Background: an optimization exercise with open tools, aiming at small area, a short achievable clock period and few clock cycles. Do not read the settings as production practice. Where RTL was checked, it was by simulation tests only, not by an equivalence proof against the original. No activity file was given, so power comes from the tool's default toggle rates.

## the previous run
## rv_core
module rv_core (
    input         clk,
    input         rst,
    output [31:0] imem_addr,
    input  [31:0] imem_rdata,
    output [31:0] dmem_addr,
    output [31:0] dmem_wdata,
    output        dmem_we,
    input  [31:0] dmem_rdata
);
Size in the first run: ~4800 cells after synthesis, about 160 I/O pins, about 56000 sq um of cells after synthesis.
clock: 8.0 ns
lec_check: 0
cap_margin: 20
core_margin: 2
core_utilization: 40
setup_slack_margin: 5
slew_margin: 20
run.sh (not shown) runs the stock make flow with config.mk's settings and CLKGATE_MAP_FILE= SYNTH_SCRIPT=/design/flow/synth_recipe.tcl, a recipe that flattens the netlist after the stock synthesis.
The previous run reached the end of the flow, and the finished layout is clean on the timing, design-rule and antenna checks.
--- input diff the previous run..the current run ---
--- a/flow/config.mk
+++ b/flow/config.mk
@@ -11 +11 @@
-export SETUP_SLACK_MARGIN = 5
+export SETUP_SLACK_MARGIN = 3.5
Findings:
Per the comparison of the current run with the previous run, number of multi-input combinational cells lower, logic depth of the worst path, buffers included lower. Going from the previous run to the current run, non-clock inverter total of the final layout lower; actual slew at the worst max-slew pin +120 ps; combinational cell fraction of total power decreased 3.8 points; power in combinational cells shrank by about 21%. Clock period minus worst slack ended up 560 ps higher on the current run than on the previous run. Fill cell instance count of the final layout for the current run: 1471 up relative to the previous run. Final clock period utilization by the worst path in the current run is 7.0 points higher than in the previous run. In the flow results for the previous run and the current run, the fraction of area in clock buffers and inverters is smaller on the previous run.
Function was not checked in any run of this note: the RTL went through the layout flow alone.

## fjord
Another version of the RTL of rv_core (not shown whole).
For scale: ~6800 cells after synthesis, roughly 1300 flip-flops, roughly 160 I/O pins, ~64000 um^2 of cells after synthesis.
## rv_core
module rv_core (
    input         clk,
    input         rst,
    output [31:0] imem_addr,
    input  [31:0] imem_rdata,
    output [31:0] dmem_addr,
    output [31:0] dmem_wdata,
    output        dmem_we,
    input  [31:0] dmem_rdata
);
Settings: LEC_CHECK=0, ABC_AREA=1, CAP_MARGIN=20, CORE_MARGIN=2, CORE_UTILIZATION=40, SETUP_SLACK_MARGIN=5, SLEW_MARGIN=20; clock period 8.0 ns.
standard.sh (not shown) runs the stock make flow with config.mk's settings and CLKGATE_MAP_FILE= SYNTH_SCRIPT=/design/flow/synth_recipe.tcl, a recipe that flattens the netlist after the stock synthesis.
==> flow/flow/run.sh <==
#!/bin/bash
# Layout flow: the standard layout (standard.sh), with one change: the
# buffers that buffer_ports puts on every input and output port are
# sky130_fd_sc_hd__buf_4 instead of the cell OpenROAD picks by default (a
# clock-delay buffer, clkdlybuf4s50_1, which adds about 0.4 ns to every path
# from an input or to an output).  make's full output goes to flow.log.
set -euo pipefail
bash standard.sh "BUFFER_PORTS_ARGS=-buffer_cell sky130_fd_sc_hd__buf_4" finish > flow.log 2>&1
The flow did not stop early for fjord: all stages ran, and the layout cleared the timing, design-rule and antenna checks.
Testbench counts of fjord, summed over its fixed seeds: cycles 104,436.
The following lists how amber was set up differently from fjord:
- CTS_CLUSTER_DIAMETER: unset -> 100
- CTS_CLUSTER_SIZE: unset -> 20
==> notes.md <==
[compare] base=fjord new=amber: area added between synthesis and finish saw a decrease; total wirelength of the detailed-routed design has decreased; remaining max-slew budget at the tightest pin higher. amber ended up with irD[6] as its launch point of the worst path; fjord ended up with sel2D[18]. Diff fjord -> amber: accumulated negative setup slack was more or less identical; delay contributed by the slowest stage of the critical path went down 0.13 ns; highest clock rate increased 2.3%. Final worst-path setup slack delta for amber relative to fjord: 0.071 ns higher.

rv_core, a different RTL version from the one above (not shown whole).
Size in the first run: roughly 6,900 cells after synthesis, roughly 160 I/O pins, ~0.064 mm2 of cells after synthesis.
// rv_core
module rv_core (
    input         clk,
    input         rst,
    output [31:0] imem_addr,
    input  [31:0] imem_rdata,
    output [31:0] dmem_addr,
    output [31:0] dmem_wdata,
    output        dmem_we,
    input  [31:0] dmem_rdata
);
clock: 8.0 ns
lec_check: 0
abc_area: 1
cap_margin: 20
core_margin: 2
core_utilization: 40
cts_cluster_diameter: 100
cts_cluster_size: 20
setup_slack_margin: 5
slew_margin: 20
==> flow/flow/run.sh <==
#!/bin/bash
# Layout flow: the standard layout (standard.sh), with one change: the
# buffers that buffer_ports puts on every input and output port are
# sky130_fd_sc_hd__buf_2 instead of the cell OpenROAD picks by default (a
# clock-delay buffer, clkdlybuf4s50_1, which adds about 0.4 ns to every path
# from an input or to an output).  make's full output goes to flow.log.
set -euo pipefail
bash standard.sh "BUFFER_PORTS_ARGS=-buffer_cell sky130_fd_sc_hd__buf_2" finish > flow.log 2>&1
Testbench counts at the start, summed over its fixed seeds: cycles 98,793.
==> next run, changes <==
--- a/flow/flow/run.sh
+++ b/flow/flow/run.sh
@@ -4 +4 @@
-# sky130_fd_sc_hd__buf_2 instead of the cell OpenROAD picks by default (a
+# sky130_fd_sc_hd__buf_4 instead of the cell OpenROAD picks by default (a
@@ -8 +8 @@
-bash standard.sh "BUFFER_PORTS_ARGS=-buffer_cell sky130_fd_sc_hd__buf_2" finish > flow.log 2>&1
+bash standard.sh "BUFFER_PORTS_ARGS=-buffer_cell sky130_fd_sc_hd__buf_4" finish > flow.log 2>&1
What happened: The new run finished clean; routed wire length went down by 0.89%; hold slack hardly moves; synthesized cell count does not change; final area went up by 0.54%; die area is unchanged; non-clock buffer count went up by 5; power stays flat.

run 1:
Another version of the RTL of rv_core (not shown whole).
Size in the first run: ~4800 cells after synthesis, ~1300 flip-flops, about 160 I/O pins, about 58000 um2 of cells after synthesis.
export LEC_CHECK = 0
export CAP_MARGIN = 20
export CORE_MARGIN = 2
export CORE_UTILIZATION = 40
export SLEW_MARGIN = 20
create_clock -name core_clock -period 8.0 [get_ports {clk}]
run.sh (not shown) runs the stock make flow with config.mk's settings and CLKGATE_MAP_FILE= SYNTH_SCRIPT=/design/flow/synth_recipe.tcl, a recipe that flattens the netlist after the stock synthesis.
Stock flow here: none of the scripts above is used.
diff inputs: run 1 => run 2
- setting ABC_CLOCK_PERIOD_IN_PS to 3000 for the first time
- setting SETUP_SLACK_MARGIN to 5 for the first time
--- outcome ---
- All of run 1 and run 2 finish clean.
- Comparing run 2 against run 1, there is no change at all in die area.
- Run 2 ends up with lower clock-cell share of area than run 1 does.
- When run 2 is measured against run 1, its register-to-register slack turns out 1.86 ns higher.
- Critical path depth: run 1 and run 2 compared, higher one is run 2
- Non-clock buffer count in the final layout, run 1 and run 2, higher one = run 2.
- In the metrics for run 1 and run 2, the one carrying the lower pre-CTS worst setup slack is run 1.
#### Input delta (run 3 over run 2)
- ABC_CLOCK_PERIOD_IN_PS: 3000 -> unset
## What came out
From run 2 to run 3 the numbers moved as follows: overall routed net length essentially unchanged; simple-gate area share of the yosys netlist essentially unchanged; total DRC errors in the routed layout essentially unchanged. Required time of the worst setup path: run 2 vs run 3, no meaningful difference. Run 2 -> run 3: ratio of final minimum period to clock period delta 0, exact match.
Function was not checked in any run of this note: the RTL went through the layout flow alone.

Another version of the RTL of rv_core (not shown whole).
Size in the first run: ~6,800 cells after synthesis, ~1,400 flip-flops, ~64,000 µm² of cells after synthesis.
Design rv_core, start of the top module:
module rv_core (
    input         clk,
    input         rst,
    output [31:0] imem_addr,
    input  [31:0] imem_rdata,
    output [31:0] dmem_addr,
    output [31:0] dmem_wdata,
    output        dmem_we,
    input  [31:0] dmem_rdata
);
clock: 8.0 ns
lec_check: 0
abc_area: 1
cap_margin: 20
core_margin: 2
core_utilization: 40
cts_cluster_diameter: 100
cts_cluster_size: 20
setup_slack_margin: 5
slew_margin: 20
standard.sh (not shown) runs the stock make flow with config.mk's settings and CLKGATE_MAP_FILE= SYNTH_SCRIPT=/design/flow/synth_recipe.tcl, a recipe that flattens the netlist after the stock synthesis.
==> flow/flow/run.sh <==
#!/bin/bash
# Layout flow: the standard layout (standard.sh), with two changes:
#  - the buffers that buffer_ports puts on every input and output port are
#    sky130_fd_sc_hd__buf_4 instead of the cell OpenROAD picks by default
#    (clkdlybuf4s50_1, a clock-delay buffer);
#  - synthesis does not map adders to the library's full/half-adder cells
#    (ADDER_MAP_FILE empty), so ABC maps the carry logic itself.  This changes
#    only combinational logic; the registers are those of the standard
#    synthesis.
# make's full output goes to flow.log.
set -euo pipefail
bash standard.sh "ADDER_MAP_FILE=" "BUFFER_PORTS_ARGS=-buffer_cell sky130_fd_sc_hd__buf_4" finish > flow.log 2>&1
The starting point went through all stages and came out clean.
Testbench counts at the start, summed over its fixed seeds: cycles 98,793.
Next try:
==> flow/flow/run.sh (replaced) <==
#!/bin/bash
# Layout flow: the standard layout (standard.sh), with one change: the
# buffers that buffer_ports puts on every input and output port are
# sky130_fd_sc_hd__buf_4 instead of the cell OpenROAD picks by default (a
# clock-delay buffer, clkdlybuf4s50_1, which adds about 0.4 ns to every path
# from an input or to an output).  make's full output goes to flow.log.
set -euo pipefail
bash standard.sh "BUFFER_PORTS_ARGS=-buffer_cell sky130_fd_sc_hd__buf_4" finish > flow.log 2>&1
Result:
- The new run went through all stages and came out clean
- first-iteration DRC count is higher by about 1%
- die area climbs by 1.3%
- area after synthesis grows by about 1.3%
- design area came out higher by about 1.5%
- via count came out higher by 1.8%
- fmax increases by about 3%
- setup slack improved by 90 ps
- core utilization is about the same
- critical path depth rose by 6

## port drivers added, routing unchanged
No port has a modelled driver above. Below, the same layouts with a new extraction and two added sets of constraints.
Step 1 sets driving cells, clkbuf_16 on the clock port and buf_2 on the other inputs (assumed; they add their load-dependent delay and slew).
Step 2, shift: input delay + t, output delay - t, t = (earliest + latest rising clock arrival at the registers) / 2. This alone moves slack from input paths to output paths.
Three values: ideal ports, drivers, drivers and shift; two values: the first two.
| run | t (ns) | setup WS [ns] | worst hold slack (ns) |
|---|---|---|---|
| the previous run | 0.875 | 3.842 / 3.876 / 3.000 | 0.377 / 0.377 / 0.377 |
| the current run | 0.839 | 3.282 / 3.322 / 2.483 | 0.370 / 0.370 / 0.370 |
| fjord | 0.892 | 4.879 / 4.879 / 4.369 | 0.350 / 0.350 / 0.350 |
| amber | 0.798 | 4.950 / 4.930 / 4.395 | 0.356 / 0.356 / 0.356 |
| the first run of note 3 | 0.814 | 4.837 / 4.837 / 4.288 | 0.354 / 0.354 / 0.354 |
| the second run of note 3 | 0.825 | 4.964 / 4.906 / 4.287 | 0.354 / 0.354 / 0.354 |
| run 1 | 0.869 | 2.262 / 2.262 / 2.262 | 0.378 / 0.378 / 0.378 |
| run 2 | 0.881 | 4.126 / 4.126 / 3.901 | 0.359 / 0.359 / 0.359 |
| run 3 | 0.881 | 4.126 / 4.126 / 3.901 | 0.359 / 0.359 / 0.359 |
| the first run of note 5 | 0.826 | 4.825 / 4.825 / 4.249 | 0.356 / 0.356 / 0.356 |
| the second run of note 5 | 0.847 | 4.915 / 4.893 / 4.277 | 0.362 / 0.362 / 0.362 |
After both steps every run listed still meets setup and hold. For the previous run, which loses most, drivers alone change the setup slack by +0.034 ns; drivers and shift together by -0.842 ns.
